This design comes from an exercise in tuning for small area on the open sky130 flow, not from production work. The RTL was checked by simulation tests, not by an equivalence proof against the original design. Power figures rest on the tool's default switching activity, not on a simulated workload.

$ cat flow/run.sh
#!/bin/bash
# synth_recipe.tcl (not shown) runs the flow's synth.tcl, then flattens the netlist and writes it again
# the make line also repeats each setting of config.mk as NAME=value (left out here)
make -C /OpenROAD-flow-scripts/flow DESIGN_CONFIG=/design/flow/config.mk WORK_HOME=/design/flow/orfs CLKGATE_MAP_FILE= SYNTH_SCRIPT=/design/flow/synth_recipe.tcl finish
$ cat flow/constraint.sdc
create_clock -name core_clock -period 6.0 [get_ports {clk}]
set_input_delay 1.2000 -clock core_clock [delete_from_list [all_inputs] [get_ports {clk}]]
set_output_delay 1.2000 -clock core_clock [all_outputs]
set_load 0.01 [all_outputs]
$ cat flow/config.mk
export PLATFORM = sky130hd
export DESIGN_NAME = Gelu_Top
export DESIGN_NICKNAME = Gelu_Top
export VERILOG_FILES = /design/flow/design.v
export SDC_FILE = /design/flow/constraint.sdc
export NUM_CORES = 8
export LEC_CHECK = 0
export ABC_AREA = 1
export CAP_MARGIN = 20
export CORE_MARGIN = 2
export CORE_UTILIZATION = 40
export SLEW_MARGIN = 20
$ cat flow/design.v
module gelu_corr (x00, x01, x02, x03, x04, x05, x06, x07, x08, x09, x10, z0, z1, z2, z3, z4);
  input  x00, x01, x02, x03, x04, x05, x06, x07, x08, x09, x10;
  output z0, z1, z2, z3, z4;
  wire new_n17, new_n18, new_n19, new_n20, new_n21, new_n22, new_n23,
    new_n24, new_n25, new_n27, new_n28, new_n29, new_n30, new_n31, new_n32,
    new_n33, new_n34, new_n35, new_n36, new_n37, new_n38, new_n39, new_n40,
    new_n41, new_n42, new_n43, new_n44, new_n45, new_n46, new_n47, new_n48,
    new_n49, new_n50, new_n51, new_n52, new_n53, new_n54, new_n55, new_n56,
    new_n57, new_n58, new_n59, new_n60, new_n61, new_n62, new_n63, new_n64,
    new_n65, new_n66, new_n67, new_n68, new_n69, new_n70, new_n71, new_n72,
    new_n73, new_n74, new_n75, new_n76, new_n77, new_n78, new_n79, new_n80,
    new_n82, new_n83, new_n84, new_n85, new_n86, new_n87, new_n88, new_n89,
    new_n90, new_n91, new_n92, new_n93, new_n94, new_n95, new_n96, new_n97,
    new_n98, new_n99, new_n100, new_n101, new_n102, new_n103, new_n104,
    new_n105, new_n106, new_n107, new_n108, new_n109, new_n110, new_n111,
    new_n112, new_n113, new_n114, new_n115, new_n116, new_n117, new_n118,
    new_n119, new_n120, new_n121, new_n122, new_n123, new_n124, new_n125,
    new_n126, new_n127, new_n128, new_n129, new_n130, new_n131, new_n132,
    new_n133, new_n134, new_n135, new_n136, new_n137, new_n138, new_n139,
    new_n140, new_n141, new_n142, new_n143, new_n144, new_n145, new_n146,
    new_n147, new_n149, new_n150, new_n151, new_n152, new_n153, new_n154,
    new_n155, new_n156, new_n157, new_n158, new_n159, new_n160, new_n161,
    new_n162, new_n163, new_n164, new_n165, new_n166, new_n167, new_n168,
    new_n169, new_n170, new_n171, new_n172, new_n173, new_n174, new_n175,
    new_n176, new_n177, new_n178, new_n179, new_n180, new_n181, new_n182,
    new_n183, new_n184, new_n185, new_n186, new_n187, new_n188, new_n189,
    new_n190, new_n191, new_n192, new_n193, new_n194, new_n195, new_n196,
    new_n197, new_n198, new_n199, new_n200, new_n201, new_n202, new_n203,
    new_n204, new_n205, new_n206, new_n207, new_n208, new_n209, new_n210,
    new_n211, new_n212, new_n213, new_n214, new_n216, new_n217, new_n218,
    new_n219, new_n220, new_n221, new_n222, new_n223, new_n224, new_n225,
    new_n226, new_n227, new_n228, new_n229, new_n230, new_n231, new_n232,
    new_n233, new_n234, new_n235, new_n236, new_n237, new_n238, new_n239,
    new_n240, new_n241, new_n242, new_n243, new_n244, new_n245, new_n246,
    new_n247, new_n248, new_n249, new_n250, new_n251, new_n252, new_n253,
    new_n254, new_n255, new_n256, new_n257, new_n258, new_n259, new_n260,
    new_n261, new_n262, new_n263, new_n264, new_n265, new_n266, new_n267,
    new_n268, new_n269, new_n270, new_n271, new_n272, new_n273, new_n274,
    new_n275, new_n276, new_n277, new_n278, new_n279, new_n280, new_n281,
    new_n282, new_n283, new_n284, new_n285, new_n286, new_n287, new_n288,
    new_n289, new_n290, new_n291, new_n292, new_n293, new_n294, new_n295,
    new_n296, new_n297, new_n298, new_n299, new_n300, new_n301, new_n302,
    new_n303, new_n304, new_n305, new_n306, new_n307, new_n308, new_n309,
    new_n310, new_n311, new_n312, new_n313, new_n314, new_n315, new_n316,
    new_n317, new_n318, new_n319, new_n320, new_n321, new_n322, new_n323,
    new_n324, new_n325, new_n326, new_n327, new_n328, new_n329, new_n330,
    new_n331, new_n332, new_n333, new_n334, new_n335, new_n336, new_n337,
    new_n338, new_n339, new_n340, new_n341, new_n342, new_n343, new_n344,
    new_n345, new_n346, new_n347, new_n348, new_n349, new_n350, new_n351,
    new_n352, new_n353, new_n354, new_n355, new_n356, new_n357, new_n358,
    new_n359, new_n360, new_n361, new_n362, new_n363, new_n364, new_n365,
    new_n366, new_n367, new_n368, new_n369, new_n370, new_n371, new_n372,
    new_n373, new_n374, new_n375, new_n376, new_n377, new_n378, new_n379,
    new_n380, new_n381, new_n382;
  assign new_n17 = ~x07 & ~x09;
  assign new_n18 = ~x08 & ~x10;
  assign new_n19 = new_n17 & new_n18;
  assign new_n20 = x06 & ~new_n19;
  assign new_n21 = ~x04 & ~new_n20;
  assign new_n22 = x01 & x02;
  assign new_n23 = ~x04 & ~x05;
  assign new_n24 = x00 & ~new_n23;
  assign new_n25 = new_n22 & new_n24;
  assign z0 = ~new_n21 & new_n25;
  assign new_n27 = ~x10 & new_n17;
  assign new_n28 = x02 & x05;
  assign new_n29 = ~new_n27 & ~new_n28;
  assign new_n30 = ~x09 & x10;
  assign new_n31 = x09 & ~x10;
  assign new_n32 = x07 & ~new_n31;
  assign new_n33 = ~new_n30 & new_n32;
  assign new_n34 = ~x03 & ~new_n33;
  assign new_n35 = x08 & ~new_n34;
  assign new_n36 = ~new_n29 & new_n35;
  assign new_n37 = x02 & new_n18;
  assign new_n38 = ~x02 & ~x05;
  assign new_n39 = x09 & x10;
  assign new_n40 = ~x08 & ~new_n39;
  assign new_n41 = new_n38 & ~new_n40;
  assign new_n42 = ~new_n37 & ~new_n41;
  assign new_n43 = x03 & ~x07;
  assign new_n44 = ~new_n42 & new_n43;
  assign new_n45 = x08 & x10;
  assign new_n46 = x09 & new_n45;
  assign new_n47 = ~x02 & ~x08;
  assign new_n48 = x05 & ~new_n47;
  assign new_n49 = ~new_n46 & ~new_n48;
  assign new_n50 = ~x02 & ~x07;
  assign new_n51 = ~x03 & new_n50;
  assign new_n52 = ~new_n49 & new_n51;
  assign new_n53 = ~new_n44 & ~new_n52;
  assign new_n54 = ~new_n36 & new_n53;
  assign new_n55 = x07 & new_n38;
  assign new_n56 = x03 & x05;
  assign new_n57 = x07 & new_n56;
  assign new_n58 = ~x08 & new_n57;
  assign new_n59 = ~new_n55 & ~new_n58;
  assign new_n60 = new_n54 & new_n59;
  assign new_n61 = x04 & ~new_n60;
  assign new_n62 = x03 & x10;
  assign new_n63 = ~x09 & ~new_n62;
  assign new_n64 = x08 & ~new_n63;
  assign new_n65 = ~x04 & ~x07;
  assign new_n66 = ~new_n64 & new_n65;
  assign new_n67 = ~new_n61 & ~new_n66;
  assign new_n68 = x06 & new_n38;
  assign new_n69 = ~new_n67 & new_n68;
  assign new_n70 = ~x08 & ~x09;
  assign new_n71 = ~x07 & new_n70;
  assign new_n72 = x02 & ~x05;
  assign new_n73 = new_n71 & new_n72;
  assign new_n74 = ~x06 & new_n23;
  assign new_n75 = x00 & x01;
  assign new_n76 = x04 & x05;
  assign new_n77 = new_n75 & ~new_n76;
  assign new_n78 = ~new_n74 & new_n77;
  assign new_n79 = ~new_n73 & new_n78;
  assign new_n80 = ~z0 & new_n79;
  assign z1 = ~new_n69 & new_n80;
  assign new_n82 = ~x07 & ~new_n46;
  assign new_n83 = ~x03 & ~x07;
  assign new_n84 = ~x05 & ~new_n83;
  assign new_n85 = ~new_n82 & new_n84;
  assign new_n86 = ~new_n28 & ~new_n85;
  assign new_n87 = new_n21 & ~new_n86;
  assign new_n88 = ~x08 & new_n83;
  assign new_n89 = x06 & ~new_n88;
  assign new_n90 = ~x02 & x05;
  assign new_n91 = x04 & new_n90;
  assign new_n92 = ~new_n89 & new_n91;
  assign new_n93 = ~new_n87 & ~new_n92;
  assign new_n94 = ~new_n69 & new_n93;
  assign new_n95 = x01 & ~new_n94;
  assign new_n96 = ~x03 & ~x09;
  assign new_n97 = x07 & new_n28;
  assign new_n98 = new_n35 & new_n97;
  assign new_n99 = ~new_n96 & new_n98;
  assign new_n100 = x06 & new_n28;
  assign new_n101 = ~new_n99 & ~new_n100;
  assign new_n102 = ~x10 & new_n96;
  assign new_n103 = ~x08 & new_n102;
  assign new_n104 = ~x06 & ~new_n103;
  assign new_n105 = ~new_n46 & ~new_n104;
  assign new_n106 = x07 & ~new_n105;
  assign new_n107 = x01 & ~new_n71;
  assign new_n108 = x06 & ~new_n107;
  assign new_n109 = ~x05 & ~new_n108;
  assign new_n110 = ~new_n106 & new_n109;
  assign new_n111 = x02 & ~x04;
  assign new_n112 = ~new_n110 & new_n111;
  assign new_n113 = new_n101 & new_n112;
  assign new_n114 = x03 & x07;
  assign new_n115 = ~new_n83 & ~new_n114;
  assign new_n116 = ~x05 & ~new_n115;
  assign new_n117 = ~new_n30 & ~new_n116;
  assign new_n118 = x08 & new_n72;
  assign new_n119 = ~x07 & ~new_n56;
  assign new_n120 = x04 & ~x05;
  assign new_n121 = ~x08 & new_n120;
  assign new_n122 = ~new_n90 & ~new_n121;
  assign new_n123 = new_n119 & ~new_n122;
  assign new_n124 = ~new_n118 & ~new_n123;
  assign new_n125 = ~new_n98 & new_n124;
  assign new_n126 = ~new_n117 & ~new_n125;
  assign new_n127 = ~new_n51 & ~new_n72;
  assign new_n128 = ~x03 & x09;
  assign new_n129 = x08 & new_n128;
  assign new_n130 = x04 & ~new_n129;
  assign new_n131 = ~new_n127 & new_n130;
  assign new_n132 = ~x08 & new_n30;
  assign new_n133 = x03 & new_n72;
  assign new_n134 = new_n132 & new_n133;
  assign new_n135 = x06 & ~new_n134;
  assign new_n136 = ~new_n131 & ~new_n135;
  assign new_n137 = ~new_n126 & new_n136;
  assign new_n138 = new_n46 & new_n97;
  assign new_n139 = new_n90 & new_n115;
  assign new_n140 = ~new_n138 & ~new_n139;
  assign new_n141 = new_n135 & new_n140;
  assign new_n142 = ~new_n61 & new_n141;
  assign new_n143 = ~new_n137 & ~new_n142;
  assign new_n144 = x04 & new_n22;
  assign new_n145 = ~new_n143 & new_n144;
  assign new_n146 = ~new_n113 & ~new_n145;
  assign new_n147 = ~new_n95 & new_n146;
  assign z2 = x00 & ~new_n147;
  assign new_n149 = x03 & x09;
  assign new_n150 = x10 & new_n149;
  assign new_n151 = ~x08 & ~new_n150;
  assign new_n152 = ~x07 & ~new_n151;
  assign new_n153 = x07 & ~x08;
  assign new_n154 = new_n63 & new_n153;
  assign new_n155 = ~new_n152 & ~new_n154;
  assign new_n156 = new_n22 & new_n74;
  assign new_n157 = ~new_n155 & new_n156;
  assign new_n158 = ~x00 & ~new_n157;
  assign new_n159 = new_n40 & ~new_n149;
  assign new_n160 = new_n74 & ~new_n159;
  assign new_n161 = new_n147 & new_n160;
  assign new_n162 = x07 & new_n103;
  assign new_n163 = ~new_n46 & ~new_n162;
  assign new_n164 = x02 & x07;
  assign new_n165 = new_n163 & new_n164;
  assign new_n166 = new_n107 & ~new_n165;
  assign new_n167 = ~x01 & ~new_n50;
  assign new_n168 = x06 & ~new_n167;
  assign new_n169 = ~new_n166 & new_n168;
  assign new_n170 = ~x02 & x07;
  assign new_n171 = ~x01 & ~new_n63;
  assign new_n172 = ~x06 & ~new_n171;
  assign new_n173 = ~new_n50 & ~new_n172;
  assign new_n174 = x01 & new_n63;
  assign new_n175 = x08 & ~new_n174;
  assign new_n176 = ~new_n173 & new_n175;
  assign new_n177 = new_n170 & new_n176;
  assign new_n178 = ~x01 & x07;
  assign new_n179 = ~x02 & new_n178;
  assign new_n180 = new_n159 & new_n179;
  assign new_n181 = ~new_n177 & ~new_n180;
  assign new_n182 = ~new_n169 & new_n181;
  assign new_n183 = ~new_n69 & new_n182;
  assign new_n184 = new_n23 & ~new_n183;
  assign new_n185 = x07 & new_n39;
  assign new_n186 = new_n75 & ~new_n185;
  assign new_n187 = ~x08 & ~new_n149;
  assign new_n188 = x06 & x07;
  assign new_n189 = ~new_n102 & new_n188;
  assign new_n190 = ~new_n187 & new_n189;
  assign new_n191 = ~x04 & ~new_n190;
  assign new_n192 = ~new_n101 & new_n191;
  assign new_n193 = new_n74 & new_n162;
  assign new_n194 = x00 & ~new_n193;
  assign new_n195 = ~new_n192 & new_n194;
  assign new_n196 = ~new_n186 & ~new_n195;
  assign new_n197 = x07 & x08;
  assign new_n198 = x09 & new_n197;
  assign new_n199 = x05 & ~new_n82;
  assign new_n200 = ~new_n198 & ~new_n199;
  assign new_n201 = ~x06 & ~new_n200;
  assign new_n202 = ~x03 & x05;
  assign new_n203 = new_n197 & new_n202;
  assign new_n204 = ~new_n19 & ~new_n90;
  assign new_n205 = ~x06 & new_n70;
  assign new_n206 = ~new_n204 & ~new_n205;
  assign new_n207 = ~new_n203 & ~new_n206;
  assign new_n208 = ~new_n201 & new_n207;
  assign new_n209 = ~x04 & ~new_n208;
  assign new_n210 = ~new_n143 & ~new_n209;
  assign new_n211 = x01 & ~new_n210;
  assign new_n212 = ~new_n196 & ~new_n211;
  assign new_n213 = ~new_n184 & new_n212;
  assign new_n214 = ~new_n161 & new_n213;
  assign z3 = ~new_n158 & ~new_n214;
  assign new_n216 = new_n47 & ~new_n114;
  assign new_n217 = ~new_n119 & new_n216;
  assign new_n218 = ~new_n128 & new_n217;
  assign new_n219 = new_n56 & new_n197;
  assign new_n220 = new_n18 & new_n55;
  assign new_n221 = ~new_n219 & ~new_n220;
  assign new_n222 = new_n135 & new_n221;
  assign new_n223 = ~new_n218 & new_n222;
  assign new_n224 = new_n54 & new_n223;
  assign new_n225 = x03 & new_n118;
  assign new_n226 = ~x03 & x10;
  assign new_n227 = new_n38 & new_n226;
  assign new_n228 = ~new_n50 & ~new_n227;
  assign new_n229 = ~new_n225 & new_n228;
  assign new_n230 = ~x03 & ~new_n129;
  assign new_n231 = x02 & new_n27;
  assign new_n232 = ~new_n132 & ~new_n231;
  assign new_n233 = ~new_n230 & new_n232;
  assign new_n234 = ~new_n229 & new_n233;
  assign new_n235 = ~x06 & ~new_n217;
  assign new_n236 = ~new_n234 & new_n235;
  assign new_n237 = x04 & ~new_n236;
  assign new_n238 = ~new_n224 & new_n237;
  assign new_n239 = x07 & ~x09;
  assign new_n240 = x06 & ~x08;
  assign new_n241 = ~new_n239 & ~new_n240;
  assign new_n242 = new_n41 & new_n115;
  assign new_n243 = ~x06 & ~new_n45;
  assign new_n244 = x02 & new_n57;
  assign new_n245 = ~new_n243 & new_n244;
  assign new_n246 = ~new_n242 & ~new_n245;
  assign new_n247 = ~new_n241 & ~new_n246;
  assign new_n248 = ~x04 & ~x09;
  assign new_n249 = ~x06 & new_n43;
  assign new_n250 = new_n248 & new_n249;
  assign new_n251 = ~new_n48 & new_n250;
  assign new_n252 = ~new_n247 & ~new_n251;
  assign new_n253 = ~new_n238 & new_n252;
  assign new_n254 = x01 & ~new_n253;
  assign new_n255 = x02 & new_n103;
  assign new_n256 = ~x01 & ~x07;
  assign new_n257 = new_n70 & ~new_n256;
  assign new_n258 = ~new_n255 & new_n257;
  assign new_n259 = new_n50 & ~new_n62;
  assign new_n260 = x03 & new_n178;
  assign new_n261 = x09 & ~new_n260;
  assign new_n262 = ~new_n259 & new_n261;
  assign new_n263 = x06 & ~new_n262;
  assign new_n264 = ~new_n258 & new_n263;
  assign new_n265 = ~new_n40 & new_n170;
  assign new_n266 = ~x07 & new_n45;
  assign new_n267 = ~new_n64 & ~new_n266;
  assign new_n268 = ~new_n265 & new_n267;
  assign new_n269 = ~new_n264 & new_n268;
  assign new_n270 = x02 & new_n39;
  assign new_n271 = ~new_n231 & ~new_n270;
  assign new_n272 = ~new_n176 & new_n271;
  assign new_n273 = ~new_n269 & new_n272;
  assign new_n274 = new_n62 & new_n71;
  assign new_n275 = ~x01 & ~new_n163;
  assign new_n276 = ~new_n17 & ~new_n128;
  assign new_n277 = ~new_n114 & new_n276;
  assign new_n278 = x08 & ~x10;
  assign new_n279 = ~new_n178 & new_n278;
  assign new_n280 = new_n277 & new_n279;
  assign new_n281 = ~new_n179 & ~new_n280;
  assign new_n282 = ~new_n275 & new_n281;
  assign new_n283 = ~x06 & ~new_n282;
  assign new_n284 = ~new_n274 & ~new_n283;
  assign new_n285 = ~new_n273 & new_n284;
  assign new_n286 = new_n23 & ~new_n285;
  assign new_n287 = x01 & ~new_n31;
  assign new_n288 = ~x02 & ~new_n287;
  assign new_n289 = x01 & new_n28;
  assign new_n290 = new_n30 & new_n289;
  assign new_n291 = ~new_n118 & ~new_n290;
  assign new_n292 = x01 & x09;
  assign new_n293 = x07 & new_n292;
  assign new_n294 = ~x03 & ~new_n248;
  assign new_n295 = ~new_n293 & new_n294;
  assign new_n296 = ~new_n291 & new_n295;
  assign new_n297 = ~new_n128 & ~new_n256;
  assign new_n298 = x02 & ~new_n297;
  assign new_n299 = x07 & ~new_n260;
  assign new_n300 = ~new_n298 & ~new_n299;
  assign new_n301 = new_n121 & ~new_n152;
  assign new_n302 = ~new_n300 & new_n301;
  assign new_n303 = ~new_n296 & ~new_n302;
  assign new_n304 = ~new_n288 & ~new_n303;
  assign new_n305 = new_n27 & new_n47;
  assign new_n306 = ~new_n270 & ~new_n305;
  assign new_n307 = x05 & ~x07;
  assign new_n308 = ~x08 & new_n307;
  assign new_n309 = x01 & x07;
  assign new_n310 = ~new_n197 & ~new_n309;
  assign new_n311 = ~new_n308 & new_n310;
  assign new_n312 = ~new_n306 & new_n311;
  assign new_n313 = new_n202 & new_n256;
  assign new_n314 = new_n306 & ~new_n313;
  assign new_n315 = ~x04 & ~new_n314;
  assign new_n316 = ~new_n312 & new_n315;
  assign new_n317 = ~new_n304 & ~new_n316;
  assign new_n318 = ~x06 & ~new_n317;
  assign new_n319 = ~new_n190 & ~new_n308;
  assign new_n320 = x01 & x05;
  assign new_n321 = new_n40 & new_n320;
  assign new_n322 = new_n319 & new_n321;
  assign new_n323 = ~new_n96 & ~new_n292;
  assign new_n324 = new_n266 & ~new_n323;
  assign new_n325 = new_n150 & new_n153;
  assign new_n326 = ~new_n19 & ~new_n325;
  assign new_n327 = ~new_n324 & new_n326;
  assign new_n328 = ~new_n322 & new_n327;
  assign new_n329 = x06 & ~new_n328;
  assign new_n330 = ~x06 & ~x09;
  assign new_n331 = new_n56 & new_n330;
  assign new_n332 = new_n119 & new_n292;
  assign new_n333 = ~x06 & new_n320;
  assign new_n334 = ~new_n57 & ~new_n333;
  assign new_n335 = ~new_n332 & new_n334;
  assign new_n336 = ~new_n39 & ~new_n335;
  assign new_n337 = ~new_n331 & ~new_n336;
  assign new_n338 = x08 & ~new_n337;
  assign new_n339 = ~x07 & new_n96;
  assign new_n340 = x05 & ~new_n339;
  assign new_n341 = x06 & ~new_n340;
  assign new_n342 = new_n319 & ~new_n341;
  assign new_n343 = ~x01 & ~new_n342;
  assign new_n344 = ~new_n338 & ~new_n343;
  assign new_n345 = ~new_n329 & new_n344;
  assign new_n346 = new_n111 & ~new_n345;
  assign new_n347 = ~new_n318 & ~new_n346;
  assign new_n348 = ~new_n286 & new_n347;
  assign new_n349 = ~new_n254 & new_n348;
  assign new_n350 = x00 & ~new_n349;
  assign new_n351 = x02 & ~new_n63;
  assign new_n352 = ~x02 & new_n96;
  assign new_n353 = ~new_n149 & ~new_n352;
  assign new_n354 = ~new_n351 & new_n353;
  assign new_n355 = x01 & ~new_n354;
  assign new_n356 = x07 & ~new_n355;
  assign new_n357 = ~x02 & ~new_n159;
  assign new_n358 = ~x00 & ~new_n357;
  assign new_n359 = x00 & ~new_n277;
  assign new_n360 = ~new_n358 & ~new_n359;
  assign new_n361 = ~x03 & new_n19;
  assign new_n362 = new_n74 & ~new_n361;
  assign new_n363 = ~x00 & ~x01;
  assign new_n364 = ~new_n40 & ~new_n363;
  assign new_n365 = x08 & ~new_n102;
  assign new_n366 = ~new_n364 & ~new_n365;
  assign new_n367 = new_n362 & new_n366;
  assign new_n368 = ~new_n360 & new_n367;
  assign new_n369 = ~new_n356 & new_n368;
  assign new_n370 = new_n22 & new_n23;
  assign new_n371 = x00 & x09;
  assign new_n372 = ~new_n330 & ~new_n371;
  assign new_n373 = new_n370 & new_n372;
  assign new_n374 = new_n88 & new_n373;
  assign new_n375 = x00 & ~new_n129;
  assign new_n376 = new_n50 & ~new_n375;
  assign new_n377 = ~x00 & new_n164;
  assign new_n378 = ~new_n376 & ~new_n377;
  assign new_n379 = x01 & new_n160;
  assign new_n380 = ~new_n378 & new_n379;
  assign new_n381 = ~new_n374 & ~new_n380;
  assign new_n382 = ~new_n369 & new_n381;
  assign z4 = new_n350 | ~new_n382;
endmodule
module Gelu (
    input  [2:0] in_scale,
    input        g,
    input  [7:0] x,
    output [7:0] y
);
wire       sign = x[7];
wire [6:0] m    = x[6:0] ^ {7{sign}};
wire [4:0] c;
gelu_corr u_c (
    .x00(in_scale[2]), .x01(in_scale[1]), .x02(in_scale[0]), .x03(sign),
    .x04(m[6]), .x05(m[5]), .x06(m[4]), .x07(m[3]), .x08(m[2]), .x09(m[1]), .x10(m[0]),
    .z0(c[4]), .z1(c[3]), .z2(c[2]), .z3(c[1]), .z4(c[0])
);
wire [7:0] xp = x & {8{~sign & g}};
wire [4:0] cg = c & {5{g}};
assign y = xp - {3'b000, cg};
endmodule
module Gelu_Top
(
    input clk,
    input rst_n,
    input gelu,
    input [2:0]    in_scale,
    input [8 *32-1:0]    dat_in,
    output[8 *32-1:0]    dat_out,
    input  in_vld,
    output out_vld
);
wire [8 *32-1:0] y;
genvar i;
generate
    for (i = 0; i < 32; i = i + 1) begin : act
        Gelu u_Gelu (
            .in_scale (in_scale),
            .g        (gelu),
            .x        (dat_in[i*8 +: 8]),
            .y        (y[i*8 +: 8])
        );
    end
endgenerate
reg [8 *32-1:0] y_reg;
reg vld_reg;
always @(posedge clk) y_reg <= y;
always @(posedge clk or negedge rst_n)
    if (!rst_n) vld_reg <= 1'b0;
    else        vld_reg <= in_vld;
assign dat_out = y_reg;
assign out_vld = vld_reg;
endmodule
==> metrics.md <==
| Metric | Value |
|---|---|
| Buffers inserted by post-CTS timing repair | 0 |
| Area of the core | 148000 sq um |
| Vias in the first global route | about 80000 |
| Iteration-0 DRC Markers | roughly 13000 |
| Setup-failing EPs final | 0 |
| Post-synthesis instance area | 59900 sq um |
| Max-cap violations | 0 |
| Synthesis-stage register bit count | 257 |
| Largest net degree at the start of global routing | 108 |
| Setup repair after global routing missed its margin | false |
| Slew margin rel. | a little under half |
| Post-synthesis net count | 12080 |
| Status | complete, no violations |
| Placer Congestion | 1.04 |
| Origin of the worst setup path | dat_in[247] |
| Die span in x | 391 microns |
| Clock slew seen by the registers of the worst setup and hold paths | 60 ps |
| Final number of hold-violating endpoints | 0 |
| Cts-stage hold buffer count | 0 |
| Worst path required time | 6570 ps |
| Number of iterations in the first detailed-routing pass | 19 |
| Filler cells | 16092 |
| End-of-flow core utilization | 46.5% |
| Vias per Instance | 6.17 |
| Global-route total usage across every layer | 36.6% |
| Initial core utilization | 40.4% |
| Final HPWL DP | 218000 microns |
| Number of routed nets with antenna violations | 0 |
| Crit-path max FO | 10 |
| Clock tree from TritonCTS | yes |
| Maximum level of the CTS H-tree | 2 |
| First-pass GRT wire length | 451000 microns |
| Post-synth top area share | 21.6% |
| Syn Area/Cell | between 5 and 6 sq um |
| Fraction of synthesis flops using an asynchronous set or reset pin | 0.389% |
| P_leak | 34.3 nW |
| Total wirelength of the detailed-routed design | 296000 microns |
| Number of flip-flops under the largest register name | 256 |
| Final layout net count | 12395 |
| Overall overflow remaining after global route | 0 |
| Primary flip-flop cell chosen by synthesis mapping | sky130_fd_sc_hd__dfxtp_1 |
| Footprint of the multi-input gates | between 40000 and 50000 sq um |
| Period utilisation layout | 84.5% |
| Final Slew Violations | 0 |
| Number of input and output port buffers inserted | 519 |
| Number of enable flip-flop cells after synthesis | 0 |
| Total power divided by cell area | 183 nW/um^2 |
| Type of the setup path with the least slack | input pin to register |
| YS warnings | 1 |
| Number of antenna violations at the first check in global routing | 29 |
| Tightest Pin Transition | 795 ps |
| Most frequent standard cell in the layout excluding fill and tap cells | sky130_fd_sc_hd__nand2_1 |
| Startpoint types | input pin |
| Routed vias | about 84000 |
| CTS resizes | 0 |
| Setup total negative slack | 0 ps |
| Cell taking the most area after synthesis | sky130_fd_sc_hd__nand2_1 |
| FF/Latch Area | 5150 sq um |
| Count of boundary I/O pins | 520 |
| Share of final-layout standard cells stronger than drive strength 1 | 4.24% |
| Max Fclk | 197 MHz |
| Final worst path period need | 5070 ps |
| DRC violation count after routing | 0 |
| Arrival @ worst endpoint | 5640 ps |
| Crit. End Element | register |
| Site Rows | around 140 |
| Die Area | 153000 sq um |
| Area grow syn2layout | 15.0% |
| Peak supply drop | 0.000216 V |
| Cell variety after synth | 56 |
| Share of synthesized area occupied by flip-flops and latches | under 10% |
| Wirelength per Cell | 21.7 microns |
| Synth Instances | about 11000 |
| Hold Path Class | input pin to async pin |
| Max clock buf depth | 3 |
| Commonest cells after routing, fill and taps aside | sky130_fd_sc_hd__nand2_1 (3440), sky130_fd_sc_hd__nor2_1 (1405), sky130_fd_sc_hd__inv_1 (1218) |
| Die H | 391 microns |
| Largest cells by area after synthesis | sky130_fd_sc_hd__nand2_1 (22%), sky130_fd_sc_hd__ha_1 (10%), sky130_fd_sc_hd__nor2_1 (8.8%) |
| CTS Buf Count | 39 |
| Tot Pwr | about 0.013 W |
| Cell at the root of the clock tree | sky130_fd_sc_hd__clkbuf_16 |
| Sink count of the clock tree | approximately 260 |
-- how the worst max path moves through the flow --
stage               slack, ps  depth (start not counted)                 end
floorplan                1570                         29  y_reg[117]$_DFF_P_
global placement          410                         22  y_reg[246]$_DFF_P_
global route              510                         28   y_reg[71]$_DFF_P_
finish                    930                         25  y_reg[247]$_DFF_P_
detailed placement        440                         26   y_reg[71]$_DFF_P_
CTS                      1100                         26   y_reg[71]$_DFF_P_
-- through the flow --
step / setup WS, ps / std cells / instance area (sq um) / hold WS [ps]
finish: 933 / 13595 / 68900 / 720
global placement: 412 / 13509 / 67500 / 1350
global route: 508 / 13586 / 68900 / 700
floorplan: 1570 / 11305 / 59900 / 904
detailed placement: 441 / 13509 / 67500 / 1350
CTS: 1100 / 13579 / 68800 / 682
-- Yosys cell counts (101+ instances only) --
| library cell | number |
|---|---|
| sky130_fd_sc_hd__o22ai_1 | 113 |
| sky130_fd_sc_hd__nand4_1 | 189 |
| sky130_fd_sc_hd__nor3_1 | 265 |
| sky130_fd_sc_hd__o211ai_1 | 152 |
| sky130_fd_sc_hd__dfxtp_1 | 256 |
| sky130_fd_sc_hd__o21ai_0 | 819 |
| sky130_fd_sc_hd__ha_1 | 480 |
| sky130_fd_sc_hd__nand2_1 | 3442 |
| sky130_fd_sc_hd__a21oi_1 | 701 |
| sky130_fd_sc_hd__xor2_1 | 110 |
| sky130_fd_sc_hd__inv_1 | 1223 |
| sky130_fd_sc_hd__nand3_1 | 716 |
| sky130_fd_sc_hd__clkbuf_1 | 188 |
| sky130_fd_sc_hd__nor2_1 | 1408 |
| sky130_fd_sc_hd__buf_2 | 299 |
| sky130_fd_sc_hd__a211oi_1 | 101 |
-- per-layer routing --
| metal | track usage (%) | vias up | part of all wire [%] |
|---|---|---|---|
| li1 | - | 38227 | - |
| met1 | 47.6 | 37574 | 39 |
| met2 | 55.6 | 6724 | 42 |
| met4 | 19.1 | 18 | 6.1 |
| met5 | 0 | - | 0.039 |
| met3 | 9.00 | 1401 | 13 |
-- critical path: stages --
cell,delay (ps)
sky130_fd_sc_hd__clkdlybuf4s50_1,610
sky130_fd_sc_hd__ha_1,600
sky130_fd_sc_hd__clkinv_1,390
sky130_fd_sc_hd__nor2_1,400
sky130_fd_sc_hd__nand2_1,130
sky130_fd_sc_hd__nand2_1,80
sky130_fd_sc_hd__nand2_1,60
sky130_fd_sc_hd__nand4_1,70
sky130_fd_sc_hd__nand2_1,90
sky130_fd_sc_hd__nand2_1,80
sky130_fd_sc_hd__nand2_1,90
sky130_fd_sc_hd__a21oi_1,190
sky130_fd_sc_hd__nand3_1,90
sky130_fd_sc_hd__nand2_1,70
sky130_fd_sc_hd__nand2_1,140
sky130_fd_sc_hd__ha_1,320
sky130_fd_sc_hd__nand2_1,60
sky130_fd_sc_hd__nor2_1,40
sky130_fd_sc_hd__a211oi_1,300
sky130_fd_sc_hd__nor2_1,70
sky130_fd_sc_hd__nor2_1,90
sky130_fd_sc_hd__inv_1,40
sky130_fd_sc_hd__a21oi_1,210
sky130_fd_sc_hd__nand2_1,100
sky130_fd_sc_hd__nor2_1,90
-- power breakdown --
part	internal [W]	total, W	switching [W]
registers	0.00212	0.00234	0.000222
clock network	0.00143	0.00251	0.00108
logic	0.00275	0.00778	0.00503
total	0.00630	0.0126	0.00633
-- logic make-up after synthesis --
kind of cell	after synthesis	share of synthesized area, %
AND/OR/NAND/NOR	6156	42.1
AO/OA/AOI/OAI	2342	23.0
buffers and inverters	1866	12.6
adder cells (fa/ha/maj)	512	11.1
flip-flops	257	8.60
XOR/XNOR	172	2.60
-- cell type report --
class,count,area share (%)
clock buffers,50,1.60
flip-flops and latches,257,7.48
well taps,1930,3.51
inverters,1303,7.14
clock inverters,20,0.323
multi-input cells,9182,68.5
diodes,16,0.0581
repair buffers,837,11.4

## port drivers added, routing unchanged
The results above use ideal ports. As a check the final layout listed here was re-extracted and re-timed, cells and wires unchanged.
Step 1 sets driving cells, clkbuf_16 on the clock port and buf_2 on the other inputs (assumed; they add their load-dependent delay and slew).
Step 2, shift: input delay + t, output delay - t, t = (earliest + latest rising clock arrival at the registers) / 2. This alone moves slack from input paths to output paths.
Three values: ideal, step 1, step 2; two values: the first two.
t (ns): 0.715
setup WS [ns]: 0.933 / 0.963 / 0.248
worst data-port slew with drivers (ns): 0.16
pins driven straight from the clock port: 1
After both steps setup and hold are still met in this run. For this run, drivers alone change the setup slack by +0.030 ns; drivers and shift together by -0.685 ns.
